What follows belongs to an exercise in optimizing a design on an open flow for small area, a short achievable clock period and few clock cycles; a production flow would make more cautious choices. No functional check of the RTL was part of any run shown here. Power and IR drop assume default switching activity.

==> flow/run.sh <==
#!/bin/bash
# synth_recipe.tcl (not shown) runs the flow's synth.tcl, then flattens the netlist and writes it again
# the make line also repeats each setting of config.mk as NAME=value (left out here)
make -C /OpenROAD-flow-scripts/flow DESIGN_CONFIG=/design/flow/config.mk WORK_HOME=/design/flow/orfs CLKGATE_MAP_FILE= SYNTH_SCRIPT=/design/flow/synth_recipe.tcl finish
==> flow/config.mk <==
export PLATFORM = sky130hd
export DESIGN_NAME = nb_tx_top
export DESIGN_NICKNAME = nb_tx_top
export VERILOG_FILES = /design/flow/design.v
export SDC_FILE = /design/flow/constraint.sdc
export NUM_CORES = 4
export LEC_CHECK = 0
export CAP_MARGIN = 20
export CORE_MARGIN = 2
export CORE_UTILIZATION = 40
export PLACE_DENSITY = 0.6
export SETUP_SLACK_MARGIN = 5
export SLEW_MARGIN = 20
==> flow/constraint.sdc <==
create_clock -name core_clock -period 7.0 [get_ports {i_clk_crc}]
set_input_delay 1.4000 -clock core_clock [delete_from_list [all_inputs] [get_ports {i_clk_crc}]]
set_output_delay 1.4000 -clock core_clock [all_outputs]
set_load 0.01 [all_outputs]
==> flow/design.v <==
module nb_tx_top #(parameter TBS = 16 , parameter G = 132, parameter Qm = 2, parameter rv_indx = 0)
    (
        output logic                  e_k,
        output logic                  RM_Valid,
        input logic                   i_data_crc,
        input logic                   i_clk_crc,
                                      i_rst_crc
    );
    logic [7:0]  t;
    logic [15:0] d;
    logic [16:0] m, mq;
    logic        din, e_en, enq;
    assign din = i_data_crc;
    always_ff @(posedge i_clk_crc, negedge i_rst_crc)
        if (!i_rst_crc) t <= 8'd0;
        else if (t != 8'd143) t <= t + 8'd1;
    always_ff @(posedge i_clk_crc)
        d <= {d[14:0], (t < 8'd16) ? din : d[15]};
    always_ff @(posedge i_clk_crc, negedge i_rst_crc)
        if (!i_rst_crc) RM_Valid <= 1'b0;
        else RM_Valid <= (t >= 8'd9) && (t < 8'd141);
    always_ff @(posedge i_clk_crc)
        mq <= m;
    always_ff @(posedge i_clk_crc, negedge i_rst_crc)
        if (!i_rst_crc) enq <= 1'b0;
        else enq <= e_en;
    always_ff @(posedge i_clk_crc, negedge i_rst_crc)
        if (!i_rst_crc) e_k <= 1'b0;
        else if (enq) e_k <= ^({din, d} & mq);
    assign e_en = (t == 8'd11) | (t == 8'd13) | (t == 8'd14) | (t == 8'd15) | (t == 8'd17) | (t == 8'd18) | (t == 8'd19) | (t == 8'd21) | (t == 8'd22) | (t == 8'd23) | (t == 8'd25) | (t == 8'd27) | (t == 8'd29) | (t == 8'd30) | (t == 8'd31) | (t == 8'd33) | (t == 8'd34) | (t == 8'd35) | (t == 8'd37) | (t == 8'd38) | (t == 8'd39) | (t == 8'd41) | (t == 8'd43) | (t == 8'd45) | (t == 8'd46) | (t == 8'd47) | (t == 8'd49) | (t == 8'd50) | (t == 8'd51) | (t == 8'd53) | (t == 8'd54) | (t == 8'd55) | (t == 8'd57) | (t == 8'd59) | (t == 8'd61) | (t == 8'd62) | (t == 8'd63) | (t == 8'd65) | (t == 8'd66) | (t == 8'd67) | (t == 8'd69) | (t == 8'd70) | (t == 8'd71) | (t == 8'd76) | (t == 8'd77) | (t == 8'd80) | (t == 8'd81) | (t == 8'd84) | (t == 8'd85) | (t == 8'd86) | (t == 8'd87) | (t == 8'd88) | (t == 8'd89) | (t == 8'd92) | (t == 8'd93) | (t == 8'd94) | (t == 8'd95) | (t == 8'd96) | (t == 8'd97) | (t == 8'd100) | (t == 8'd101) | (t == 8'd102) | (t == 8'd103) | (t == 8'd104) | (t == 8'd105) | (t == 8'd108) | (t == 8'd109) | (t == 8'd112) | (t == 8'd113) | (t == 8'd116) | (t == 8'd117) | (t == 8'd118) | (t == 8'd119) | (t == 8'd120) | (t == 8'd121) | (t == 8'd124) | (t == 8'd125) | (t == 8'd126) | (t == 8'd127) | (t == 8'd128) | (t == 8'd129) | (t == 8'd132) | (t == 8'd133) | (t == 8'd134) | (t == 8'd135) | (t == 8'd136) | (t == 8'd137) | (t == 8'd140) | (t == 8'd141);
    assign m[0] = (t == 8'd11) | (t == 8'd13) | (t == 8'd17) | (t == 8'd23) | (t == 8'd38) | (t == 8'd39) | (t == 8'd41) | (t == 8'd54) | (t == 8'd57) | (t == 8'd61) | (t == 8'd66) | (t == 8'd70) | (t == 8'd86) | (t == 8'd87) | (t == 8'd92) | (t == 8'd94) | (t == 8'd95) | (t == 8'd100) | (t == 8'd102) | (t == 8'd103) | (t == 8'd104) | (t == 8'd108) | (t == 8'd112) | (t == 8'd116) | (t == 8'd117) | (t == 8'd118) | (t == 8'd119) | (t == 8'd120) | (t == 8'd124) | (t == 8'd125) | (t == 8'd128) | (t == 8'd132) | (t == 8'd133) | (t == 8'd136);
    assign m[1] = (t == 8'd18) | (t == 8'd22) | (t == 8'd25) | (t == 8'd30) | (t == 8'd39) | (t == 8'd43) | (t == 8'd45) | (t == 8'd46) | (t == 8'd49) | (t == 8'd50) | (t == 8'd55) | (t == 8'd61) | (t == 8'd62) | (t == 8'd66) | (t == 8'd81) | (t == 8'd84) | (t == 8'd85) | (t == 8'd86) | (t == 8'd88) | (t == 8'd93) | (t == 8'd94) | (t == 8'd95) | (t == 8'd96) | (t == 8'd97) | (t == 8'd104) | (t == 8'd105) | (t == 8'd112) | (t == 8'd113) | (t == 8'd116) | (t == 8'd117) | (t == 8'd121) | (t == 8'd124) | (t == 8'd126) | (t == 8'd128) | (t == 8'd132) | (t == 8'd133) | (t == 8'd134) | (t == 8'd135) | (t == 8'd136) | (t == 8'd137) | (t == 8'd140) | (t == 8'd141);
    assign m[2] = (t == 8'd14) | (t == 8'd22) | (t == 8'd23) | (t == 8'd27) | (t == 8'd29) | (t == 8'd33) | (t == 8'd34) | (t == 8'd46) | (t == 8'd49) | (t == 8'd50) | (t == 8'd54) | (t == 8'd57) | (t == 8'd61) | (t == 8'd71) | (t == 8'd76) | (t == 8'd77) | (t == 8'd80) | (t == 8'd86) | (t == 8'd87) | (t == 8'd88) | (t == 8'd92) | (t == 8'd94) | (t == 8'd96) | (t == 8'd100) | (t == 8'd104) | (t == 8'd108) | (t == 8'd109) | (t == 8'd112) | (t == 8'd117) | (t == 8'd119) | (t == 8'd121) | (t == 8'd126) | (t == 8'd127) | (t == 8'd129) | (t == 8'd132) | (t == 8'd136) | (t == 8'd140) | (t == 8'd141);
    assign m[3] = (t == 8'd18) | (t == 8'd22) | (t == 8'd23) | (t == 8'd38) | (t == 8'd49) | (t == 8'd50) | (t == 8'd54) | (t == 8'd55) | (t == 8'd59) | (t == 8'd62) | (t == 8'd65) | (t == 8'd66) | (t == 8'd71) | (t == 8'd76) | (t == 8'd81) | (t == 8'd85) | (t == 8'd87) | (t == 8'd88) | (t == 8'd92) | (t == 8'd94) | (t == 8'd95) | (t == 8'd97) | (t == 8'd108) | (t == 8'd112) | (t == 8'd117) | (t == 8'd118) | (t == 8'd119) | (t == 8'd120) | (t == 8'd124) | (t == 8'd125) | (t == 8'd126) | (t == 8'd127) | (t == 8'd128) | (t == 8'd132) | (t == 8'd133) | (t == 8'd136) | (t == 8'd140) | (t == 8'd141);
    assign m[4] = (t == 8'd13) | (t == 8'd17) | (t == 8'd18) | (t == 8'd25) | (t == 8'd30) | (t == 8'd34) | (t == 8'd38) | (t == 8'd41) | (t == 8'd46) | (t == 8'd49) | (t == 8'd54) | (t == 8'd62) | (t == 8'd66) | (t == 8'd70) | (t == 8'd76) | (t == 8'd77) | (t == 8'd80) | (t == 8'd81) | (t == 8'd84) | (t == 8'd85) | (t == 8'd87) | (t == 8'd89) | (t == 8'd92) | (t == 8'd94) | (t == 8'd95) | (t == 8'd100) | (t == 8'd105) | (t == 8'd108) | (t == 8'd109) | (t == 8'd117) | (t == 8'd118) | (t == 8'd121) | (t == 8'd124) | (t == 8'd125) | (t == 8'd126) | (t == 8'd127) | (t == 8'd128) | (t == 8'd129) | (t == 8'd133) | (t == 8'd136) | (t == 8'd140);
    assign m[5] = (t == 8'd13) | (t == 8'd14) | (t == 8'd17) | (t == 8'd18) | (t == 8'd22) | (t == 8'd23) | (t == 8'd25) | (t == 8'd30) | (t == 8'd39) | (t == 8'd41) | (t == 8'd45) | (t == 8'd57) | (t == 8'd62) | (t == 8'd76) | (t == 8'd85) | (t == 8'd87) | (t == 8'd88) | (t == 8'd92) | (t == 8'd95) | (t == 8'd100) | (t == 8'd101) | (t == 8'd102) | (t == 8'd103) | (t == 8'd104) | (t == 8'd108) | (t == 8'd109) | (t == 8'd112) | (t == 8'd113) | (t == 8'd116) | (t == 8'd117) | (t == 8'd118) | (t == 8'd120) | (t == 8'd121) | (t == 8'd124) | (t == 8'd126) | (t == 8'd127) | (t == 8'd129) | (t == 8'd132) | (t == 8'd133) | (t == 8'd134) | (t == 8'd135) | (t == 8'd136) | (t == 8'd140);
    assign m[6] = (t == 8'd17) | (t == 8'd18) | (t == 8'd21) | (t == 8'd23) | (t == 8'd25) | (t == 8'd29) | (t == 8'd33) | (t == 8'd45) | (t == 8'd46) | (t == 8'd54) | (t == 8'd57) | (t == 8'd62) | (t == 8'd66) | (t == 8'd76) | (t == 8'd80) | (t == 8'd84) | (t == 8'd86) | (t == 8'd92) | (t == 8'd93) | (t == 8'd95) | (t == 8'd96) | (t == 8'd101) | (t == 8'd103) | (t == 8'd104) | (t == 8'd105) | (t == 8'd108) | (t == 8'd113) | (t == 8'd116) | (t == 8'd117) | (t == 8'd118) | (t == 8'd119) | (t == 8'd124) | (t == 8'd126) | (t == 8'd127) | (t == 8'd129) | (t == 8'd133) | (t == 8'd134) | (t == 8'd137) | (t == 8'd140) | (t == 8'd141);
    assign m[7] = (t == 8'd18) | (t == 8'd29) | (t == 8'd30) | (t == 8'd33) | (t == 8'd38) | (t == 8'd53) | (t == 8'd55) | (t == 8'd57) | (t == 8'd61) | (t == 8'd65) | (t == 8'd66) | (t == 8'd70) | (t == 8'd71) | (t == 8'd77) | (t == 8'd84) | (t == 8'd85) | (t == 8'd86) | (t == 8'd88) | (t == 8'd93) | (t == 8'd96) | (t == 8'd97) | (t == 8'd100) | (t == 8'd103) | (t == 8'd104) | (t == 8'd108) | (t == 8'd116) | (t == 8'd118) | (t == 8'd119) | (t == 8'd120) | (t == 8'd124) | (t == 8'd128) | (t == 8'd129) | (t == 8'd132) | (t == 8'd133) | (t == 8'd134) | (t == 8'd135) | (t == 8'd137) | (t == 8'd141);
    assign m[8] = (t == 8'd13) | (t == 8'd14) | (t == 8'd17) | (t == 8'd18) | (t == 8'd22) | (t == 8'd23) | (t == 8'd25) | (t == 8'd37) | (t == 8'd38) | (t == 8'd55) | (t == 8'd62) | (t == 8'd65) | (t == 8'd66) | (t == 8'd71) | (t == 8'd76) | (t == 8'd80) | (t == 8'd81) | (t == 8'd85) | (t == 8'd87) | (t == 8'd88) | (t == 8'd89) | (t == 8'd97) | (t == 8'd100) | (t == 8'd101) | (t == 8'd102) | (t == 8'd103) | (t == 8'd104) | (t == 8'd109) | (t == 8'd112) | (t == 8'd113) | (t == 8'd119) | (t == 8'd120) | (t == 8'd125) | (t == 8'd127) | (t == 8'd128) | (t == 8'd129) | (t == 8'd133) | (t == 8'd135) | (t == 8'd136);
    assign m[9] = (t == 8'd13) | (t == 8'd14) | (t == 8'd17) | (t == 8'd23) | (t == 8'd30) | (t == 8'd38) | (t == 8'd39) | (t == 8'd41) | (t == 8'd45) | (t == 8'd49) | (t == 8'd50) | (t == 8'd54) | (t == 8'd55) | (t == 8'd57) | (t == 8'd62) | (t == 8'd69) | (t == 8'd76) | (t == 8'd84) | (t == 8'd85) | (t == 8'd87) | (t == 8'd92) | (t == 8'd93) | (t == 8'd94) | (t == 8'd100) | (t == 8'd101) | (t == 8'd109) | (t == 8'd113) | (t == 8'd117) | (t == 8'd118) | (t == 8'd121) | (t == 8'd125) | (t == 8'd127) | (t == 8'd128) | (t == 8'd132) | (t == 8'd133) | (t == 8'd135) | (t == 8'd140) | (t == 8'd141);
    assign m[10] = (t == 8'd13) | (t == 8'd14) | (t == 8'd22) | (t == 8'd25) | (t == 8'd29) | (t == 8'd33) | (t == 8'd34) | (t == 8'd39) | (t == 8'd45) | (t == 8'd46) | (t == 8'd49) | (t == 8'd55) | (t == 8'd62) | (t == 8'd77) | (t == 8'd87) | (t == 8'd96) | (t == 8'd97) | (t == 8'd102) | (t == 8'd104) | (t == 8'd108) | (t == 8'd109) | (t == 8'd112) | (t == 8'd116) | (t == 8'd117) | (t == 8'd119) | (t == 8'd120) | (t == 8'd121) | (t == 8'd129) | (t == 8'd132) | (t == 8'd134) | (t == 8'd137) | (t == 8'd140);
    assign m[11] = (t == 8'd17) | (t == 8'd25) | (t == 8'd29) | (t == 8'd30) | (t == 8'd33) | (t == 8'd38) | (t == 8'd39) | (t == 8'd45) | (t == 8'd46) | (t == 8'd54) | (t == 8'd57) | (t == 8'd61) | (t == 8'd65) | (t == 8'd66) | (t == 8'd70) | (t == 8'd71) | (t == 8'd76) | (t == 8'd80) | (t == 8'd81) | (t == 8'd85) | (t == 8'd86) | (t == 8'd88) | (t == 8'd92) | (t == 8'd93) | (t == 8'd95) | (t == 8'd96) | (t == 8'd100) | (t == 8'd101) | (t == 8'd103) | (t == 8'd105) | (t == 8'd108) | (t == 8'd112) | (t == 8'd113) | (t == 8'd116) | (t == 8'd120) | (t == 8'd121) | (t == 8'd124) | (t == 8'd125) | (t == 8'd126) | (t == 8'd128) | (t == 8'd135) | (t == 8'd137) | (t == 8'd140);
    assign m[12] = (t == 8'd14) | (t == 8'd15) | (t == 8'd19) | (t == 8'd22) | (t == 8'd25) | (t == 8'd29) | (t == 8'd30) | (t == 8'd33) | (t == 8'd39) | (t == 8'd41) | (t == 8'd55) | (t == 8'd57) | (t == 8'd62) | (t == 8'd65) | (t == 8'd71) | (t == 8'd76) | (t == 8'd77) | (t == 8'd86) | (t == 8'd93) | (t == 8'd96) | (t == 8'd100) | (t == 8'd102) | (t == 8'd104) | (t == 8'd105) | (t == 8'd108) | (t == 8'd119) | (t == 8'd120) | (t == 8'd124) | (t == 8'd125) | (t == 8'd127) | (t == 8'd134) | (t == 8'd135) | (t == 8'd136) | (t == 8'd137) | (t == 8'd140);
    assign m[13] = (t == 8'd18) | (t == 8'd22) | (t == 8'd23) | (t == 8'd30) | (t == 8'd39) | (t == 8'd47) | (t == 8'd50) | (t == 8'd51) | (t == 8'd54) | (t == 8'd57) | (t == 8'd61) | (t == 8'd65) | (t == 8'd66) | (t == 8'd76) | (t == 8'd77) | (t == 8'd81) | (t == 8'd84) | (t == 8'd85) | (t == 8'd87) | (t == 8'd88) | (t == 8'd89) | (t == 8'd92) | (t == 8'd93) | (t == 8'd94) | (t == 8'd96) | (t == 8'd97) | (t == 8'd100) | (t == 8'd101) | (t == 8'd102) | (t == 8'd103) | (t == 8'd104) | (t == 8'd105) | (t == 8'd109) | (t == 8'd112) | (t == 8'd113) | (t == 8'd117) | (t == 8'd121) | (t == 8'd125) | (t == 8'd127) | (t == 8'd128) | (t == 8'd129) | (t == 8'd132) | (t == 8'd133) | (t == 8'd134) | (t == 8'd135) | (t == 8'd136) | (t == 8'd137) | (t == 8'd140) | (t == 8'd141);
    assign m[14] = (t == 8'd14) | (t == 8'd17) | (t == 8'd22) | (t == 8'd23) | (t == 8'd25) | (t == 8'd31) | (t == 8'd34) | (t == 8'd35) | (t == 8'd38) | (t == 8'd39) | (t == 8'd50) | (t == 8'd54) | (t == 8'd55) | (t == 8'd61) | (t == 8'd62) | (t == 8'd71) | (t == 8'd80) | (t == 8'd84) | (t == 8'd86) | (t == 8'd88) | (t == 8'd89) | (t == 8'd95) | (t == 8'd101) | (t == 8'd108) | (t == 8'd109) | (t == 8'd118) | (t == 8'd119) | (t == 8'd120) | (t == 8'd124) | (t == 8'd128) | (t == 8'd129) | (t == 8'd132) | (t == 8'd134) | (t == 8'd137) | (t == 8'd141);
    assign m[15] = (t == 8'd17) | (t == 8'd22) | (t == 8'd25) | (t == 8'd30) | (t == 8'd34) | (t == 8'd38) | (t == 8'd46) | (t == 8'd49) | (t == 8'd54) | (t == 8'd57) | (t == 8'd61) | (t == 8'd62) | (t == 8'd63) | (t == 8'd66) | (t == 8'd67) | (t == 8'd70) | (t == 8'd76) | (t == 8'd77) | (t == 8'd80) | (t == 8'd84) | (t == 8'd86) | (t == 8'd94) | (t == 8'd95) | (t == 8'd97) | (t == 8'd100) | (t == 8'd101) | (t == 8'd103) | (t == 8'd105) | (t == 8'd112) | (t == 8'd119) | (t == 8'd125) | (t == 8'd127) | (t == 8'd129) | (t == 8'd134) | (t == 8'd137) | (t == 8'd140);
    assign m[16] = (t == 8'd14);
endmodule
==> flow_metrics.env, run 1 <==
export IMPL_ioPinCount=5
export IMPL_clockBufferDepth=2
export IMPL_synthTopCellsByArea="dfxtp_1, dfrtp_1, nand2_1, o21ai_0, a21oi_1"
export IMPL_die_w_um=103
export IMPL_fin_cells=741
export IMPL_tightest_slew_ps=721
export IMPL_syn_inst=538
export IMPL_cts_root_buffer="clkbuf_8"
export IMPL_syn_area_um2=3900
export IMPL_p_leak_nw=2.16
export IMPL_reg2reg_depth=8
export IMPL_fill_cells=842
export IMPL_synth_nets=546
export IMPL_min_delay_path_depth=0
export IMPL_drc=0
export IMPL_drv_slew=0
export IMPL_clock_sinks=44
export IMPL_rsz0062_at_grt="true"
export IMPL_wire_per_inst_um=28.2
export IMPL_grt_remaining_overflow=0
export IMPL_synth_flop_cell="dfxtp_1"
export IMPL_setup_violations=0
export IMPL_gp_congestion=1.14
export IMPL_port_buffers=4
export IMPL_drive_gt1_share_pct=41.3
export IMPL_synthArstFlopShare_pct=25.0
export IMPL_cp_required_ps=7200
export IMPL_htree_levels=2
export IMPL_synth_adder_area_share_pct=1.61
export IMPL_core_area_um2=9590
export IMPL_wl_um=20900
export IMPL_slew_limit_headroom_pct=51.5
export IMPL_fin_tns_setup_ps=0
export IMPL_synth_top_area_share_pct=17.0
export IMPL_drtPass1Iterations=9
export IMPL_ant_nets=0
export IMPL_die_height_um=103
export IMPL_hold_path_class="reg2reg"
export IMPL_cts_tree="done"
export IMPL_first_iter_violations=1071
export IMPL_synth_compound_area_share_pct=28.1
export IMPL_finalNetCount=615
export IMPL_clk_pin_slew_ps=100
export IMPL_min_to="d[9]"
export IMPL_track_usage_pct=40.6
export IMPL_dp_cells=633
export IMPL_reg2reg_to="mq[13]"
export IMPL_yosys_area_top_type="dfxtp_1"
export IMPL_synth_common_cells="nand2_1, o21ai_0, nor2_1"
export IMPL_hold_buffers=0
export IMPL_synth_edff_count=0
export IMPL_critPathLaunchType="flip-flop"
export IMPL_pre_cts_ws_ps=3950
export IMPL_crit_fanout=6
export IMPL_syn_to_final_growth_pct=44.5
export IMPL_fmaxAchievable_ghz=0.409
export IMPL_maxCapViolations=0
export IMPL_critical_path_class="reg2reg"
export IMPL_syn_area_per_cell_um2=7.24
export IMPL_period_share_pct=35.0
export IMPL_power_density_nw_per_um2=79.0
export IMPL_critPathCaptureType="flip-flop"
export IMPL_synth_simple_area_share_pct=32.5
export IMPL_critPathArrivalTime_ps=2650
export IMPL_synth_xor_area_share_pct=4.85
export IMPL_rrSetupSlack_ps=4550
export IMPL_layout_setup_ws_ps=4550
export IMPL_antenna_found_initial=0
export IMPL_ir_worst_vdd_mv=0.0657
export IMPL_final_hold_violation_count=0
export IMPL_die_area_um2=10500
export IMPL_synth_top_family_by_area="simple AND/OR/NAND/NOR gates"
export IMPL_diodes=0
export IMPL_min_period_ps=2450
export IMPL_numCtsBuffers=5
export IMPL_finClkSkew_ps=15.4
export IMPL_synthMuxAreaShare_pct=1.12
export IMPL_clock_latency_ps=320
export IMPL_grt_pass1_vias=4908
export IMPL_rows=36
export IMPL_vias_per_cell=7.18
export IMPL_outcome="timing/DRC/antenna clean"
export IMPL_ys_seq_elements=44
export IMPL_hold_start="d[8]"
export IMPL_reg2reg_from="t[1]"
export IMPL_ys_warn_count=1
export IMPL_yosysMostFrequentCell="nand2_1"
export IMPL_vias=5319
export IMPL_synth_cell_types=71
export IMPL_dpl_hpwl_um=12600
export IMPL_grt_pass1_wl_um=30900
export IMPL_initial_utilization_pct=40.6
export IMPL_ys_seq_area_share_pct=24.0
export IMPL_grt_max_degree=64
[registers in the layout, indices dropped and copies added, names as in the netlist]
register,count
mq,17
d,16
t,8
RM_Valid,1
e_k,1
enq,1
[layer usage]
layer  part of all wire [%]  wire [um]  vias to the layer above  track usage (%)
li1                       -          -                     2151                -
met1                     35       7310                     2392             50.9
met2                     42       8680                      573             60.1
met3                     15       3050                      203             13.7
met4                    8.8       1840                        0             24.4
met5                      0          0                        -            0.962
[worst max-delay path: stages, from the launching register on]
cell and delay, ps:
dfrtp_2 430, buf_4 150, ha_4 190, buf_4 180, nand2_1 230, o21ai_1 160
a2111oi_4 460, nand4_1 170, or3_1 340
[cells by family after synthesis]
kind of cell / count (synthesis)
AOI/OAI and AO/OA: 172
xor gates and xnor gates: 20
adders and majority gates: 5
buffers and inverters: 60
DFF: 44
muxes: 4
and+or+nand+nor: 233
[placed cells by master (no fill, tap or decap), types with 10 or more instances in the layout]
cell	Yosys	layout
o21ai_0	47	31
buf_4	7	89
buf_6	4	12
a21oi_1	43	37
dfxtp_1	33	33
o22ai_1	12	11
nand3_1	15	10
nor2_1	44	33
o211ai_1	10	10
nand4_1	13	13
nor3_1	18	11
nand2_1	64	54
xnor2_1	15	14
[cell type report]
class | count | area, um2 | area share (%)
Clock inverter | 2 | 13.8 | 0.244
Inverter | 6 | 22.5 | 0.400
Tap cell | 133 | 166 | 2.96
Multi-Input combinational cell | 434 | 3340 | 59.4
Sequential cell | 44 | 943 | 16.8
Clock buffer | 6 | 82.6 | 1.47
Timing Repair Buffer | 116 | 1060 | 18.8
[worst max-delay path by stage]
stage	start	end
3_3_place_gp	t[3]	enq
2_1_floorplan	i_data_crc	e_k
6_report	t[1]	mq[13]
4_1_cts	t[1]	mq[12]
5_1_grt	t[1]	mq[12]
3_5_place_dp	t[3]	enq
[what timing repair did]
| item | CTS | global route |
|---|---|---|
| gates resized for setup | 155 | 30 |
| setup buffers | 80 | 19 |
| endpoints found under the setup margin | 27 | 27 |
| cloned | 1 | 0 |
| pin swaps | 46 | 30 |
[stage by stage]
stage	area (um2)	utilization (%)	hold slack [ps]	power [mW]
2_1_floorplan	4090	-	331	0.264
3_3_place_gp	4070	42.4	333	0.269
3_5_place_dp	4070	42.4	338	0.269
4_1_cts	5350	55.8	357	0.450
5_1_grt	5630	58.7	363	0.463
6_report	5630	58.7	355	0.445
[report_power, final]
part,switching [mW],internal (mW),leakage [nW],total (mW)
logic,0.00231,0.00233,1.71,0.00464
registers,0.00292,0.256,0.408,0.259
clock network,0.101,0.0804,0.0477,0.181
==> run 2: changes to the inputs <==
--- a/flow/config.mk
+++ b/flow/config.mk
@@ -7,7 +7,7 @@
 export LEC_CHECK = 0
 export CAP_MARGIN = 20
 export CORE_MARGIN = 2
-export CORE_UTILIZATION = 40
-export PLACE_DENSITY = 0.6
-export SETUP_SLACK_MARGIN = 5
+export CORE_UTILIZATION = 30
+export PLACE_DENSITY = 0.5
+export SETUP_SLACK_MARGIN = 4.0
 export SLEW_MARGIN = 20
==> flow_metrics.env, run 2 <==
export IMPL_outcome="timing/DRC/antenna clean"
export IMPL_drive_gt1_share_pct=9.22
export IMPL_max_stage_delay_ps=680
export IMPL_synth_edff_count=0
export IMPL_first_iter_violations=945
export IMPL_fin_cells=682
export IMPL_ioPinCount=5
export IMPL_top_usage_layer="met2"
export IMPL_tightest_slew_ps=1190
export IMPL_met2_usage_pct=36.0
export IMPL_startpoint="t[1]"
export IMPL_synth_simple_area_share_pct=32.5
export IMPL_cp_top_family="simple AND/OR/NAND/NOR gates"
export IMPL_vias_per_cell=6.69
export IMPL_synth_compound_area_share_pct=28.1
export IMPL_ys_seq_area_share_pct=24.0
export IMPL_synthTopCellsByArea="dfxtp_1, dfrtp_1, nand2_1, o21ai_0, a21oi_1"
export IMPL_synth_nets=546
export IMPL_ant_nets=0
export IMPL_hold_buffers=0
export IMPL_track_usage_pct=25.4
export IMPL_die_area_um2=13900
export IMPL_p_total_uw=495
export IMPL_min_period_ps=2950
export IMPL_grt_pass1_wl_um=27000
export IMPL_rsz0062_at_grt="true"
export IMPL_layout_common_cells="nand2_1, o21ai_0, nor2_1, a21oi_1, dfxtp_1"
export IMPL_p_leak_nw=1.46
export IMPL_synthMuxAreaShare_pct=1.12
export IMPL_fin_tns_setup_ps=0
export IMPL_slowest_stage="a2111oi_0"
export IMPL_slew_limit_headroom_pct=19.9
export IMPL_syn_area_per_cell_um2=7.24
export IMPL_cts_tree="done"
export IMPL_synth_adder_area_share_pct=1.61
export IMPL_initial_utilization_pct=30.7
export IMPL_largest_reg_flops=17
export IMPL_yosysMostFrequentCell="nand2_1"
export IMPL_vias=4562
export IMPL_synthArstFlopShare_pct=25.0
export IMPL_syn_area_um2=3900
export IMPL_finClkSkew_ps=12.5
export IMPL_setup_violations=0
export IMPL_wire_per_inst_um=26.3
export IMPL_period_share_pct=42.1
export IMPL_regMostFlops="mq"
export IMPL_port_buffers=4
export IMPL_critical_path_class="reg2reg"
export IMPL_synth_top_area_share_pct=17.0
export IMPL_die_w_um=118
export IMPL_cp_cell_sequence="inv_1, ha_1, buf_4, nor2_2, nor2_1, a2111oi_0, nand2_1, or3_1"
export IMPL_ys_warn_count=1
export IMPL_core_area_um2=12700
export IMPL_clock_sinks=44
export IMPL_antenna_found_initial=1
export IMPL_crit_fanout=28
export IMPL_clock_latency_ps=300
export IMPL_min_to="d[12]"
export IMPL_final_hold_violation_count=0
export IMPL_clk_pin_slew_ps=70
export IMPL_maxCapViolations=0
export IMPL_largestRegisters="mq: 17 flops, d: 16 flops, t: 8 flops"
export IMPL_syn_to_final_growth_pct=6.97
export IMPL_synth_cell_types=71
export IMPL_reg2reg_depth=8
export IMPL_cp_required_ps=7160
export IMPL_power_density_nw_per_um2=119
export IMPL_worst_path_buf_inv=2
export IMPL_synth_xor_area_share_pct=4.85
export IMPL_ir_worst_vdd_mv=0.0793
export IMPL_gp_congestion=1.09
export IMPL_min_delay_path_depth=0
export IMPL_final_common_cell="nand2_1"
export IMPL_hold_start="d[11]"
export IMPL_dpl_hpwl_um=12200
export IMPL_diodes=0
export IMPL_ys_seq_elements=44
export IMPL_reg2reg_to="mq[5]"
export IMPL_synth_flop_cell="dfxtp_1"
export IMPL_synth_top_family_by_area="simple AND/OR/NAND/NOR gates"
export IMPL_rrSetupSlack_ps=4050
export IMPL_rows=41
export IMPL_grt_max_degree=65
export IMPL_drv_slew=0
export IMPL_clockBufferDepth=2
export IMPL_grt_remaining_overflow=0
export IMPL_critPathLaunchType="flip-flop"
export IMPL_critPathCaptureType="flip-flop"
export IMPL_cts_root_buffer="clkbuf_16"
export IMPL_critPathArrivalTime_ps=3100
export IMPL_use_met3_pct=6.73
export IMPL_htree_levels=2
export IMPL_wl_um=17900
export IMPL_drc=0
export IMPL_fmaxAchievable_ghz=0.340
export IMPL_reg2reg_from="t[1]"
export IMPL_finalNetCount=518
export IMPL_syn_inst=538
export IMPL_die_height_um=118
export IMPL_yosys_area_top_type="dfxtp_1"
export IMPL_grt_use_met1_pct=34.5
export IMPL_numCtsBuffers=5
export IMPL_dp_cells=672
export IMPL_synth_common_cells="nand2_1, o21ai_0, nor2_1"
export IMPL_hold_path_class="reg2reg"
export IMPL_grt_pass1_vias=4264
export IMPL_drtPass1Iterations=6
## run 2: changes by cell type in the layout (fill, tap and decap cells not counted), moves of 7 or more
cell,delta
buf_4,-74
o21ai_0,+13
buf_6,-12
nand2_1,+10
nor2_1,+10
buf_12,-8
nand2_2,-7
nor3_1,+7
nor3_2,-7
o21ai_2,-7
## run 2: power breakdown
group	internal (mW)	leakage, nW	switching, mW	total (mW)
registers	0.257	0.410	0.00278	0.259
logic	0.00188	0.980	0.00206	0.00394
clock network	0.130	0.0657	0.102	0.232
total	0.388	1.46	0.107	0.495
## run 2: worst max-delay path by stage
stage,to,slack (ps),cells after the start
global placement,mq[5],3710,7
detailed placement,e_k,3880,7
floorplan,enq,4600,10
global route,mq[5],3920,8
CTS,enq,4020,6
finish,mq[5],4050,8
## run 2: through the flow
stage | hold slack [ps] | setup slack [ps] | area (um2) | utilization, %
2_1_floorplan | 331 | 4600 | 3900 | -
3_3_place_gp | 338 | 3710 | 3990 | 31.5
3_5_place_dp | 337 | 3880 | 3990 | 31.5
4_1_cts | 350 | 4020 | 4150 | 32.8
5_1_grt | 358 | 3920 | 4170 | 32.9
6_report | 350 | 4050 | 4170 | 32.9
## run 2: routing by layer
| layer | part of all wire [%] | vias to the layer above |
|---|---|---|
| met5 | 0.073 | - |
| met4 | 7.0 | 2 |
| met3 | 13 | 111 |
| met2 | 40 | 437 |
| met1 | 40 | 2063 |
| li1 | - | 1949 |
## run 2: final cells by class
type	instances	area, um2
Fill cell	1343	8500
Sequential cell	44	938
Inverter	6	22.5
Clock inverter	2	12.5
Timing Repair Buffer	19	153
Tap cell	172	215
Clock buffer	5	125
Multi-Input combinational cell	434	2700
## run 2: repair_timing
item / CTS / global route
resized for setup: 4 / 6
setup endpoints to repair: 2 / 11
setup buffers: 3 / 0
## run 2: kinds of logic after synthesis
group                      count (synthesis)
AOI/OAI and AO/OA                        172
xor gates and xnor gates                  20
adders and majority gates                  5
buffers and inverters                     60
DFF                                       44
muxes                                      4
and+or+nand+nor                          233
## run 2: worst reg2reg max path, stage by stage (launching register included)
cell and delay (ps):
dfrtp_1 420, inv_1 120, ha_1 190, buf_4 240, nor2_2 460, nor2_1 190, a2111oi_0 680, nand2_1 90
or3_1 420
==> run 3: changes to the inputs <==
--- a/flow/config.mk
+++ b/flow/config.mk
@@ -9,5 +9,5 @@
 export CORE_MARGIN = 2
 export CORE_UTILIZATION = 30
 export PLACE_DENSITY = 0.5
-export SETUP_SLACK_MARGIN = 4.0
+export SETUP_SLACK_MARGIN = 4.5
 export SLEW_MARGIN = 20
==> flow_metrics.env, run 3 <==
export IMPL_yosys_area_top_type="dfxtp_1"
export IMPL_synth_common_cells="nand2_1, o21ai_0, nor2_1"
export IMPL_reg2reg_depth=8
export IMPL_critPathCaptureType="flip-flop"
export IMPL_ir_worst_vdd_mv=0.0804
export IMPL_vias=4845
export IMPL_clock_power_share_pct=46.6
export IMPL_setup_violations=0
export IMPL_drc=0
export IMPL_drive_gt1_share_pct=21.9
export IMPL_cp_cell_sequence="inv_2, ha_2, buf_12, or2_2, a21o_1, a31oi_1, nand4_1, or4_4"
export IMPL_gp_congestion=1.09
export IMPL_met2_usage_pct=36.3
export IMPL_clk_pin_slew_ps=70
export IMPL_rows=41
export IMPL_pre_cts_ws_ps=3880
export IMPL_wl_um=18800
export IMPL_p_int_uw=388
export IMPL_hold_buffers=0
export IMPL_critical_path_class="reg2reg"
export IMPL_critPathLaunchType="flip-flop"
export IMPL_synthTopCellsByArea="dfxtp_1, dfrtp_1, nand2_1, o21ai_0, a21oi_1"
export IMPL_rrSetupSlack_ps=4470
export IMPL_placed_cell_area_um2=3990
export IMPL_diodes=0
export IMPL_ys_seq_area_share_pct=24.0
export IMPL_use_met3_pct=5.96
export IMPL_clock_latency_ps=290
export IMPL_layout_setup_ws_ps=4470
export IMPL_ant_nets=0
export IMPL_p_switching_uw=105
export IMPL_synth_flop_cell="dfxtp_1"
export IMPL_cp_required_ps=7160
export IMPL_cts_root_buffer="clkbuf_16"
export IMPL_fmaxAchievable_ghz=0.396
export IMPL_p_leak_nw=1.67
export IMPL_synth_top_area_share_pct=17.0
export IMPL_combinationalPowerShare_pct=0.7
export IMPL_port_buffers=4
export IMPL_finClkSkew_ps=11.9
export IMPL_seq_power_share_pct=52.7
export IMPL_die_w_um=118
export IMPL_die_area_um2=13900
export IMPL_initial_utilization_pct=30.7
export IMPL_ys_seq_elements=44
export IMPL_track_usage_pct=25.8
export IMPL_syn_inst=538
export IMPL_numCtsBuffers=5
export IMPL_reg2reg_from="t[1]"
export IMPL_slew_limit_headroom_pct=44.7
export IMPL_synthArstFlopShare_pct=25.0
export IMPL_regMostFlops="mq"
export IMPL_antenna_found_initial=0
export IMPL_reg2reg_to="enq"
export IMPL_final_hold_violation_count=0
export IMPL_drtPass1Iterations=9
export IMPL_dpl_hpwl_um=12200
export IMPL_ioPinCount=5
export IMPL_grt_pass1_wl_um=27400
export IMPL_final_common_cell="nand2_1"
export IMPL_syn_area_um2=3900
export IMPL_die_height_um=118
export IMPL_drv_slew=0
export IMPL_crit_fanout=28
export IMPL_largest_reg_flops=17
export IMPL_slowest_stage="or4_4"
export IMPL_min_delay_path_depth=0
export IMPL_synth_edff_count=0
export IMPL_min_to="d[12]"
export IMPL_tightest_slew_ps=827
export IMPL_yosysMostFrequentCell="nand2_1"
export IMPL_hold_path_class="reg2reg"
export IMPL_finalNetCount=548
export IMPL_power_density_nw_per_um2=105
export IMPL_min_period_ps=2530
export IMPL_rsz0062_at_grt="true"
export IMPL_htree_levels=2
export IMPL_outcome="timing/DRC/antenna clean"
export IMPL_core_area_um2=12700
export IMPL_grt_max_degree=65
export IMPL_critPathArrivalTime_ps=2680
export IMPL_max_stage_delay_ps=550
export IMPL_synth_nets=546
export IMPL_wire_per_inst_um=26.4
export IMPL_top_usage_layer="met2"
export IMPL_syn_to_final_growth_pct=20.5
export IMPL_first_iter_violations=991
export IMPL_layout_common_cells="nand2_1, nor2_1, a21oi_1"
export IMPL_syn_area_per_cell_um2=7.24
export IMPL_grt_pass1_vias=4374
export IMPL_fin_area_um2=4700
export IMPL_period_share_pct=36.1
export IMPL_synth_cell_types=71
export IMPL_grt_use_met1_pct=35.5
export IMPL_grt_remaining_overflow=0
export IMPL_maxCapViolations=0
export IMPL_fin_tns_setup_ps=0
export IMPL_largestRegisters="mq: 17 flops, d: 16 flops, t: 8 flops"
export IMPL_ys_warn_count=1
export IMPL_clockBufferDepth=2
export IMPL_cts_tree="done"
export IMPL_hold_start="d[11]"
export IMPL_p_sw_share_pct=21.3
export IMPL_clock_sinks=44
export IMPL_vias_per_cell=6.80
## run 3: routing by layer
metal / vias up / wire length (um)
li1: 2008 / -
met1: 2208 / 7160
met2: 487 / 7420
met3: 142 / 2640
met4: 0 / 1540
met5: - / 0
## run 3: worst max path at each step
| stage | end | slack [ps] | startpoint | cells after the start |
|---|---|---|---|---|
| floorplan | enq | 4600 | t[0] | 10 |
| global placement | mq[5] | 3710 | t[0] | 7 |
| detailed placement | e_k | 3880 | i_data_crc | 7 |
| CTS | mq[5] | 4500 | t[1] | 9 |
| global route | mq[12] | 4440 | t[1] | 7 |
| finish | enq | 4470 | t[1] | 8 |
## run 3: cell families after synthesis
kind of cell,synth area share [%]
buffers and inverters,7.84
adders and majority gates,1.61
and+or+nand+nor,32.5
DFF,24.0
muxes,1.12
AOI/OAI and AO/OA,28.1
xor gates and xnor gates,4.85
## run 3: power by group through the flow
stage               combinational (mW)  clock [mW]  sequential, mW
CTS                            0.00367       0.236           0.259
detailed placement             0.00408           0           0.265
global route                   0.00393       0.246           0.260
global placement               0.00411           0           0.265
finish                         0.00352       0.230           0.259
floorplan                     0.000495           0           0.264
## run 3: per-stage QoR
| step | hold WS [ps] | total power [mW] | cells | utilization, % |
|---|---|---|---|---|
| 4_1_cts | 350 | 0.499 | 694 | 34.7 |
| 5_1_grt | 357 | 0.510 | 712 | 37.1 |
| 6_report | 350 | 0.492 | 712 | 37.1 |
| 3_5_place_dp | 337 | 0.269 | 672 | 31.5 |
| 2_1_floorplan | 331 | 0.264 | 538 | - |
| 3_3_place_gp | 338 | 0.269 | 672 | 31.5 |
## run 3: layout make-up
| type | count | area [um2] |
|---|---|---|
| clock buffers | 5 | 125 |
| flip-flops and latches | 44 | 946 |
| fillers | 1304 | 7980 |
| repair buffers | 49 | 434 |
| well taps | 172 | 215 |
| multi-input cells | 434 | 2940 |
| clock inverters | 2 | 12.5 |
| inverters | 6 | 22.5 |
## run 3: timing repair
action | 4_1_cts | 5_1_grt
endpoints found under the setup margin | 21 | 14
resized for setup | 53 | 38
pin swaps | 7 | 14
buffers inserted | 15 | 18
## run 3: worst max-delay path: cells and delay by family (launching register included)
| kind | cells | cell delay [ps] |
|---|---|---|
| DFF | 1 | 410 |
| and+or+nand+nor | 3 | 1050 |
| buffers and inverters | 2 | 260 |
| adders and majority gates | 1 | 190 |
| AOI/OAI and AO/OA | 2 | 470 |
==> run 4: changes to the inputs <==
--- a/flow/config.mk
+++ b/flow/config.mk
@@ -5,6 +5,7 @@
 export SDC_FILE = /design/flow/constraint.sdc
 export NUM_CORES = 4
 export LEC_CHECK = 0
+export ABC_AREA = 1
 export CAP_MARGIN = 20
 export CORE_MARGIN = 2
 export CORE_UTILIZATION = 30
==> flow_metrics.env, run 4 <==
export IMPL_outcome="timing/DRC/antenna clean"
export IMPL_wire_per_inst_um=23.2
export IMPL_syn_area_um2=3970
export IMPL_numCtsBuffers=5
export IMPL_antenna_found_initial=0
export IMPL_min_period_ps=2470
export IMPL_critPathMostFrequentCell="inv_1"
export IMPL_ant_nets=0
export IMPL_regMostFlops="mq"
export IMPL_synthTopCellsByArea="nand2_1, dfxtp_1, nor2_1, nand3_1, inv_1"
export IMPL_setup_violations=0
export IMPL_dpl_hpwl_um=17300
export IMPL_vias_per_cell=5.62
export IMPL_die_w_um=119
export IMPL_multi_input_area_um2=2720
export IMPL_tightest_slew_ps=639
export IMPL_largest_reg_flops=17
export IMPL_slew_limit_headroom_pct=57.1
export IMPL_p_int_uw=399
export IMPL_final_common_cell="nand2_1"
export IMPL_crit_fanout=5
export IMPL_clock_sinks=44
export IMPL_gp_congestion=1.07
export IMPL_synth_common_cells="nand2_1, nor2_1, inv_1"
export IMPL_rsz0062_at_grt="true"
export IMPL_critPathArrivalTime_ps=2600
export IMPL_drv_slew=0
export IMPL_clock_latency_ps=300
export IMPL_seq_power_share_pct=51.8
export IMPL_min_delay_path_depth=0
export IMPL_drtPass1Iterations=5
export IMPL_synth_cell_types=34
export IMPL_fin_cells=882
export IMPL_core_area_um2=13100
export IMPL_synth_flop_cell="dfxtp_1"
export IMPL_critPathLaunchType="flip-flop"
export IMPL_slowest_stage="dfrtp_1"
export IMPL_ff_latch_area_um2=936
export IMPL_drc=0
export IMPL_port_buffers=4
export IMPL_ys_warn_count=1
export IMPL_grt_pass1_wl_um=30700
export IMPL_clock_power_share_pct=47.5
export IMPL_reg2reg_depth=9
export IMPL_clockBufferDepth=2
export IMPL_grt_max_degree=14
export IMPL_cts_tree="done"
export IMPL_grt_pass1_vias=4856
export IMPL_maxCapViolations=0
export IMPL_fmaxAchievable_ghz=0.405
export IMPL_ys_seq_elements=44
export IMPL_p_sw_share_pct=20.5
export IMPL_clk_pin_slew_ps=70
export IMPL_yosys_area_top_type="nand2_1"
export IMPL_synth_nets=706
export IMPL_synthArstFlopShare_pct=25.0
export IMPL_largestRegisters="mq: 17 flops, d: 16 flops, t: 8 flops"
export IMPL_ioPinCount=5
export IMPL_p_switching_uw=103
export IMPL_critical_path_class="reg2reg"
export IMPL_syn_to_final_growth_pct=10.9
export IMPL_critPathCaptureType="flip-flop"
export IMPL_dp_cells=874
export IMPL_period_share_pct=35.3
export IMPL_p_leak_nw=2.43
export IMPL_finClkSkew_ps=16.0
export IMPL_p_total_uw=502
export IMPL_wl_um=20500
export IMPL_finalNetCount=713
export IMPL_vias=4960
export IMPL_ir_worst_vdd_mv=0.0729
export IMPL_final_core_util_pct=33.6
export IMPL_syn_inst=698
export IMPL_cp_required_ps=7140
export IMPL_track_usage_pct=29.6
export IMPL_synth_top_area_share_pct=17.3
export IMPL_fin_tns_setup_ps=0
export IMPL_max_stage_delay_ps=400
export IMPL_cp_cell_sequence="inv_1, ha_1, inv_1, nor2_2, nand2_2, nand2_1, nor3_2, nor3b_1, nand4_1"
export IMPL_htree_levels=2
export IMPL_diodes=0
export IMPL_combinationalPowerShare_pct=0.7
export IMPL_die_height_um=119
export IMPL_hold_path_class="reg2reg"
export IMPL_fill_cells=1518
export IMPL_layout_common_cells="nand2_1, nor2_1, inv_1"
export IMPL_rows=42
export IMPL_first_iter_violations=710
export IMPL_drive_gt1_share_pct=11.6
export IMPL_cts_root_buffer="clkbuf_16"
export IMPL_initial_utilization_pct=30.3
export IMPL_die_area_um2=14200
export IMPL_final_hold_violation_count=0
export IMPL_synth_edff_count=0
export IMPL_post_cts_buffers=0
export IMPL_syn_area_per_cell_um2=5.68
export IMPL_grt_remaining_overflow=0
export IMPL_ys_seq_area_share_pct=23.6
export IMPL_yosysMostFrequentCell="nand2_1"
export IMPL_power_density_nw_per_um2=114
## run 4: logic make-up (layout without fill, tap and decap cells)
group           after synthesis  count (layout)  synth area share (%)
flops                        44              44                  23.6
compound gates               32              32                  4.32
xor+xnor                     10              10                  2.21
buf+inv                      94             102                  9.30
fa+ha+maj                     5               5                  1.58
simple gates                513             513                  59.0
## run 4: metal layers
metal,GRT usage [%],up-vias,share of wire [%]
li1,-,2257,-
met1,36.8,2316,40
met2,45.9,301,44
met3,7.09,86,8.6
met4,18.5,0,7.4
met5,0,-,0
## run 4: final timing paths
kind,slack [ps],from,to
max reg2reg,4530,t[1],mq[3]
max,4530,t[1],mq[3]
min reg2reg,350,d[14],d[15]
min in group asynchronous,1460,i_rst_crc,t[2]
min,350,d[14],d[15]
max in group asynchronous,5150,i_rst_crc,enq
## run 4: power groups by stage
| stage | Clock [mW] | Combinational [mW] | Sequential [mW] |
|---|---|---|---|
| CTS | 0.245 | 0.00378 | 0.260 |
| global placement | 0 | 0.00387 | 0.265 |
| global route | 0.255 | 0.00426 | 0.261 |
| detailed placement | 0 | 0.00394 | 0.266 |
| floorplan | 0 | 0.000457 | 0.264 |
| finish | 0.238 | 0.00358 | 0.260 |
## run 4: layout make-up
type | instances | share of cell area (%)
Clock inverter | 2 | 0.227
Inverter | 90 | 7.67
Clock buffer | 6 | 3.16
Sequential cell | 44 | 21.3
Timing Repair Buffer | 4 | 0.853
Tap cell | 176 | 5.00
Multi-Input combinational cell | 560 | 61.8
## run 4: metrics by stage
| stage | setup slack, ps | cell area [um2] | hold WS [ps] |
|---|---|---|---|
| floorplan | 5020 | 3970 | 331 |
| global placement | 4380 | 4200 | 336 |
| detailed placement | 4440 | 4200 | 341 |
| CTS | 4500 | 4340 | 353 |
| global route | 4490 | 4400 | 363 |
| finish | 4530 | 4400 | 350 |
## run 4: worst max-delay path: cells and delay by family (launching register included)
family	cells	cell delay, ps
DFF	1	400
adders and majority gates	1	280
and+or+nand+nor	6	1340
buffers and inverters	2	260
## run 4: what timing repair did
action                                  4_1_cts  5_1_grt
gates resized for setup                       4       18
hold buffers                                  0        0
endpoints found under the setup margin        4       13
==> run 5: changes to the inputs <==
--- a/flow/config.mk
+++ b/flow/config.mk
@@ -5,10 +5,9 @@
 export SDC_FILE = /design/flow/constraint.sdc
 export NUM_CORES = 4
 export LEC_CHECK = 0
-export ABC_AREA = 1
 export CAP_MARGIN = 20
 export CORE_MARGIN = 2
 export CORE_UTILIZATION = 30
 export PLACE_DENSITY = 0.5
-export SETUP_SLACK_MARGIN = 4.5
+export SETUP_SLACK_MARGIN = 3.5
 export SLEW_MARGIN = 20
==> flow_metrics.env, run 5 <==
export IMPL_grt_use_met1_pct=33.8
export IMPL_reg2reg_from="t[0]"
export IMPL_clock_power_share_pct=46.7
export IMPL_numCtsBuffers=5
export IMPL_final_hold_violation_count=0
export IMPL_ys_seq_area_share_pct=24.0
export IMPL_yosys_area_top_type="dfxtp_1"
export IMPL_startpoint="t[0]"
export IMPL_fin_tns_setup_ps=0
export IMPL_crit_fanout=21
export IMPL_regMostFlops="mq"
export IMPL_syn_to_final_growth_pct=5.84
export IMPL_synth_edff_count=0
export IMPL_synth_common_cells="nand2_1, o21ai_0, nor2_1"
export IMPL_finClkSkew_ps=12.5
export IMPL_p_total_uw=494
export IMPL_slew_limit_headroom_pct=19.4
export IMPL_maxCapViolations=0
export IMPL_outcome="timing/DRC/antenna clean"
export IMPL_ir_worst_vdd_mv=0.0793
export IMPL_first_iter_violations=1017
export IMPL_synthArstFlopShare_pct=25.0
export IMPL_tightest_slew_ps=1200
export IMPL_hold_buffers=0
export IMPL_ioPinCount=5
export IMPL_seq_power_share_pct=52.5
export IMPL_drtPass1Iterations=7
export IMPL_critical_path_class="reg2reg"
export IMPL_layout_common_cells="nand2_1, o21ai_0, nor2_1"
export IMPL_clock_latency_ps=290
export IMPL_diodes=0
export IMPL_synth_nets=546
export IMPL_cts_resized=0
export IMPL_hold_start="d[11]"
export IMPL_synthTopCellsByArea="dfxtp_1, dfrtp_1, nand2_1, o21ai_0, a21oi_1"
export IMPL_antenna_found_initial=1
export IMPL_die_area_um2=13900
export IMPL_final_common_cell="nand2_1"
export IMPL_p_switching_uw=106
export IMPL_syn_area_um2=3900
export IMPL_min_period_ps=3310
export IMPL_p_sw_share_pct=21.4
export IMPL_drive_gt1_share_pct=7.30
export IMPL_htree_levels=2
export IMPL_combinationalPowerShare_pct=0.8
export IMPL_post_cts_buffers=0
export IMPL_synth_cell_types=71
export IMPL_initial_utilization_pct=30.7
export IMPL_rsz0062_at_grt="false"
export IMPL_wire_per_inst_um=26.4
export IMPL_hold_path_class="reg2reg"
export IMPL_critPathCaptureType="flip-flop"
export IMPL_wl_um=17900
export IMPL_ys_warn_count=1
export IMPL_die_height_um=118
export IMPL_largestRegisters="mq: 17 flops, d: 16 flops, t: 8 flops"
export IMPL_syn_area_per_cell_um2=7.24
export IMPL_rrSetupSlack_ps=3690
export IMPL_cts_tree="done"
export IMPL_vias_per_cell=6.84
export IMPL_largest_reg_flops=17
export IMPL_p_int_uw=388
export IMPL_grt_max_degree=65
export IMPL_clockBufferDepth=2
export IMPL_drc=0
export IMPL_setup_violations=0
export IMPL_met2_usage_pct=35.3
export IMPL_grt_remaining_overflow=0
export IMPL_cts_root_buffer="clkbuf_16"
export IMPL_die_w_um=118
export IMPL_ant_nets=0
export IMPL_p_leak_nw=1.45
export IMPL_gp_congestion=1.09
export IMPL_ys_seq_elements=44
export IMPL_fmaxAchievable_ghz=0.303
export IMPL_finalNetCount=515
export IMPL_critPathArrivalTime_ps=3450
export IMPL_drv_slew=0
export IMPL_rows=41
export IMPL_dpl_hpwl_um=12200
export IMPL_yosysMostFrequentCell="nand2_1"
export IMPL_critPathLaunchType="flip-flop"
export IMPL_grt_pass1_vias=4271
export IMPL_clk_pin_slew_ps=70
export IMPL_clock_sinks=44
export IMPL_power_density_nw_per_um2=120
export IMPL_core_area_um2=12700
export IMPL_port_buffers=4
export IMPL_cp_required_ps=7150
export IMPL_period_share_pct=47.2
export IMPL_vias=4641
export IMPL_fill_cells=1347
export IMPL_grt_pass1_wl_um=26900
export IMPL_synth_flop_cell="dfxtp_1"
export IMPL_syn_inst=538
export IMPL_synth_top_area_share_pct=17.0
export IMPL_use_met3_pct=7.41
export IMPL_track_usage_pct=25.3
export IMPL_top_usage_layer="met2"
[run 5: cell types whose count changed in the layout (fill, tap and decap cells not counted), sizes merged, moves of 9 or more]
cell    previous run  this run
nor2             174        44
nand2            194        65
inv               90         6
nand3             59        15
a21oi              9        43
o21ai             19        48
nor3              39        18
nand4             33        13
buf                0        12
o22ai              0        12
xnor2              3        15
nor4               1        11
a22oi              0         9
nand2b             0         9
[run 5: cell type report]
class / instances / area, um2 / area share (%)
clock buffer: 5 / 125 / 3.03
clock inverter: 2 / 12.5 / 0.303
inverter: 6 / 22.5 / 0.546
multi-input combinational: 434 / 2680 / 65.0
sequential: 44 / 936 / 22.7
tap: 172 / 215 / 5.22
timing repair buffer: 16 / 130 / 3.16
[run 5: metal layers]
layer | vias up | part of all wire, % | wire, um
met2 | 453 | 39 | 7000
met4 | 2 | 7.8 | 1400
met1 | 2119 | 39 | 6920
met3 | 126 | 14 | 2600
met5 | - | 0.073 | 13
li1 | 1941 | - | -
[run 5: critical path, cell delays in order, from the launching register on]
cell and delay [ps]:
dfrtp_1 440, inv_1 120, ha_1 520, o21ai_0 820
o221ai_1 260, nor4_1 320, nand4_1 120, or4_1 560
[run 5: final timing paths]
check                              to  cells past startpoint
worst max register to register    enq                      7
worst min register to register  d[12]                      0
max in group asynchronous         e_k                      1
worst min-delay path            d[12]                      0
worst max-delay path              enq                      7
min in group asynchronous        t[1]                      1
[run 5: cells by family (layout without fill, tap and decap cells)]
logic type               after synthesis  in the layout  share of synthesized area [%]
multiplexers                           4              4                           1.12
XOR/XNOR                              20             20                           4.85
adder cells (fa/ha/maj)                5              5                           1.61
flip-flops                            44             44                           24.0
AO/OA/AOI/OAI                        172            172                           28.1
buffers and inverters                 60             29                           7.84
AND/OR/NAND/NOR                      233            233                           32.5
[run 5: power by group through the flow]
stage	sequential, mW	combinational [mW]	clock, mW
global placement	0.265	0.00411	0
CTS	0.259	0.00409	0.236
global route	0.260	0.00443	0.246
detailed placement	0.265	0.00408	0
floorplan	0.264	0.000495	0
finish	0.259	0.00393	0.231
[run 5: metrics by stage]
stage	hold slack (ps)	area [um2]	util, %	setup WS (ps)	cells
finish	350	4120	32.5	3690	679
global route	358	4120	32.5	3530	679
CTS	350	4120	32.5	3880	679
detailed placement	337	3990	31.5	3880	672
global placement	338	3990	31.5	3710	672
floorplan	331	3900	-	4600	538
==> run 6: changes to the inputs <==
--- a/flow/config.mk
+++ b/flow/config.mk
@@ -5,9 +5,10 @@
 export SDC_FILE = /design/flow/constraint.sdc
 export NUM_CORES = 4
 export LEC_CHECK = 0
+export ABC_AREA = 1
 export CAP_MARGIN = 20
 export CORE_MARGIN = 2
 export CORE_UTILIZATION = 30
 export PLACE_DENSITY = 0.5
-export SETUP_SLACK_MARGIN = 3.5
+export SETUP_SLACK_MARGIN = 5
 export SLEW_MARGIN = 20
==> flow_metrics.env, run 6 <==
export IMPL_largest_reg_flops=17
export IMPL_largestRegisters="mq: 17 flops, d: 16 flops, t: 8 flops"
export IMPL_period_share_pct=31.5
export IMPL_track_usage_pct=30.1
export IMPL_fmaxAchievable_ghz=0.454
export IMPL_vias=5215
export IMPL_syn_to_final_growth_pct=35.3
export IMPL_grt_remaining_overflow=0
export IMPL_grt_pass1_vias=5017
export IMPL_die_area_um2=14200
export IMPL_critPathArrivalTime_ps=800
export IMPL_synth_edff_count=0
export IMPL_die_w_um=119
export IMPL_maxCapViolations=0
export IMPL_fin_cells=912
export IMPL_synth_flop_cell="dfxtp_1"
export IMPL_hold_start="d[14]"
export IMPL_final_common_cell="nand2_1"
export IMPL_reg2reg_from="t[0]"
export IMPL_drive_gt1_share_pct=31.3
export IMPL_power_density_nw_per_um2=94.0
export IMPL_rsz0062_at_grt="true"
export IMPL_die_height_um=119
export IMPL_clock_latency_ps=310
export IMPL_reg2reg_to="enq"
export IMPL_reg2reg_depth=10
export IMPL_gp_congestion=1.07
export IMPL_ys_seq_elements=44
export IMPL_diodes=0
export IMPL_critPathLaunchType="flip-flop"
export IMPL_core_area_um2=13100
export IMPL_port_buffers=4
export IMPL_critical_path_class="reg2out"
export IMPL_synth_nets=706
export IMPL_hold_buffers=0
export IMPL_clock_sinks=44
export IMPL_cp_cell_sequence="buf_6"
export IMPL_numCtsBuffers=5
export IMPL_ir_worst_vdd_mv=0.0781
export IMPL_rrSetupSlack_ps=4950
export IMPL_syn_inst=698
export IMPL_drv_slew=0
export IMPL_dp_cells=874
export IMPL_final_hold_violation_count=0
export IMPL_synth_common_cells="nand2_1, nor2_1, inv_1"
export IMPL_synthArstFlopShare_pct=25.0
export IMPL_grt_max_degree=14
export IMPL_synthTopCellsByArea="nand2_1, dfxtp_1, nor2_1, nand3_1, inv_1"
export IMPL_ioPinCount=5
export IMPL_max_stage_delay_ps=390
export IMPL_yosysMostFrequentCell="nand2_1"
export IMPL_min_to="d[15]"
export IMPL_synth_top_area_share_pct=17.3
export IMPL_final_core_util_pct=41.0
export IMPL_clk_pin_slew_ps=60
export IMPL_min_delay_path_depth=0
export IMPL_antenna_found_initial=0
export IMPL_syn_area_per_cell_um2=5.68
export IMPL_cts_tree="done"
export IMPL_grt_pass1_wl_um=31200
export IMPL_finalNetCount=743
export IMPL_drc=0
export IMPL_fin_tns_setup_ps=0
export IMPL_wire_per_inst_um=23.3
export IMPL_dpl_hpwl_um=17300
export IMPL_cp_top_family="flip-flops"
export IMPL_ys_seq_area_share_pct=23.6
export IMPL_drtPass1Iterations=13
export IMPL_initial_utilization_pct=30.3
export IMPL_rows=42
export IMPL_tightest_slew_ps=588
export IMPL_crit_fanout=2
export IMPL_worst_path_buf_inv=1
export IMPL_vias_per_cell=5.72
export IMPL_finClkSkew_ps=17.7
export IMPL_ys_warn_count=1
export IMPL_first_iter_violations=588
export IMPL_synth_cell_types=34
export IMPL_htree_levels=2
export IMPL_slew_limit_headroom_pct=60.7
export IMPL_clockBufferDepth=2
export IMPL_cts_root_buffer="clkbuf_16"
export IMPL_cp_required_ps=5600
export IMPL_syn_area_um2=3970
export IMPL_critPathCaptureType="output port"
export IMPL_layout_common_cells="nand2_1, nor2_1, inv_1"
export IMPL_setup_violations=0
export IMPL_hold_path_class="reg2reg"
export IMPL_ant_nets=0
export IMPL_yosys_area_top_type="nand2_1"
export IMPL_p_leak_nw=2.84
export IMPL_outcome="timing/DRC/antenna clean"
export IMPL_regMostFlops="mq"
export IMPL_min_period_ps=2200
export IMPL_slowest_stage="dfrtp_1"
export IMPL_wl_um=21300
==> run 6: cell types whose count changed after synthesis, sizes merged, moves of 23 or more <==
cell / change
a21oi: -34
buf: -27
clkbuf: -23
inv: +84
nand2: +129
nand3: +44
nor2: +130
o21ai: -29
==> run 6: cells by family (layout without fill, tap and decap cells) <==
group,count (synthesis),after routing,synth area share (%)
XOR/XNOR,10,10,2.21
buffers and inverters,94,132,9.30
flip-flops,44,44,23.6
AO/OA/AOI/OAI,32,32,4.32
adder cells (fa/ha/maj),5,5,1.58
AND/OR/NAND/NOR,513,513,59.0
==> run 6: power by group <==
part / leakage [nW] / internal [mW] / switching, mW
sequential: 0.407 / 0.257 / 0.00328
clock: 0.0766 / 0.141 / 0.0994
combinational: 2.36 / 0.00215 / 0.00237
total: 2.84 / 0.399 / 0.105
==> run 6: what timing repair did <==
item,CTS,global route
hold endpoints to repair,0,0
endpoints found under the setup margin,20,32
resized for setup,121,102
buffers inserted,9,21
pin swaps,12,31
==> run 6: area by class of cell <==
class | instances | area (um2)
clock buffers | 6 | 139
clock inverters | 2 | 10.0
fillers | 1426 | 7720
inverters | 90 | 362
multi-input cells | 560 | 3400
flip-flops and latches | 44 | 941
well taps | 176 | 220
repair buffers | 34 | 297
==> run 6: stage by stage <==
step / setup WS (ps) / area, um2 / hold WS (ps) / power (mW)
final: 4800 / 5370 / 350 / 0.504
after global routing: 4780 / 5370 / 363 / 0.521
after CTS: 4790 / 4820 / 353 / 0.509
after detailed placement: 4440 / 4200 / 341 / 0.269
after global placement: 4380 / 4200 / 336 / 0.269
after floorplan: 5020 / 3970 / 331 / 0.265
==> run 6: worst max-delay path by stage <==
stage          startpoint       end  slack [ps]  cells after the start
2_1_floorplan  i_data_crc       e_k        5020                      9
3_3_place_gp         t[0]       enq        4380                     10
3_5_place_dp   i_data_crc       e_k        4440                     10
4_1_cts               e_k       e_k        4790                      1
5_1_grt          RM_Valid  RM_Valid        4780                      1
6_report              e_k       e_k        4800                      1
==> run 6: routing by layer <==
layer	global-route usage [%]	vias up	routed length, um
li1	-	2317	-
met1	37.1	2422	8030
met2	48.2	357	9420
met3	6.27	119	2040
met4	18.2	0	1790
met5	0	-	0

## static timing again, ports no longer ideal
The results above use ideal ports. As a check the final layouts listed here were re-extracted and re-timed, cells and wires unchanged. Step 1 assumes that a clkbuf_16 drives the clock port and a buf_2 every other input. Step 2 adds t to the input delays and takes it off the output delays; t is the mean of the earliest and latest rising clock arrival at the registers after step 1. Input paths then give back, and output paths get back, about the clock's delay inside the block. Three values: ideal, step 1, step 2; two values: the first two.
| run | t (ns) | setup WS [ns] | pins driven straight from the clock port |
|---|---|---|---|
| run 1 | 0.348 | 4.553 / 4.553 / 4.484 | 1 |
| run 2 | 0.328 | 4.055 / 4.055 / 3.895 | 1 |
| run 3 | 0.325 | 4.475 / 4.475 / 4.349 | 1 |
| run 4 | 0.338 | 4.532 / 4.532 / 4.406 | 1 |
| run 5 | 0.326 | 3.694 / 3.694 / 3.694 | 1 |
| run 6 | 0.336 | 4.798 / 4.760 / 4.825 | 1 |
After both steps setup and hold are still met in every run listed. For run 2, which loses most, drivers alone change the setup slack by 0.000 ns; drivers and shift together by -0.160 ns.
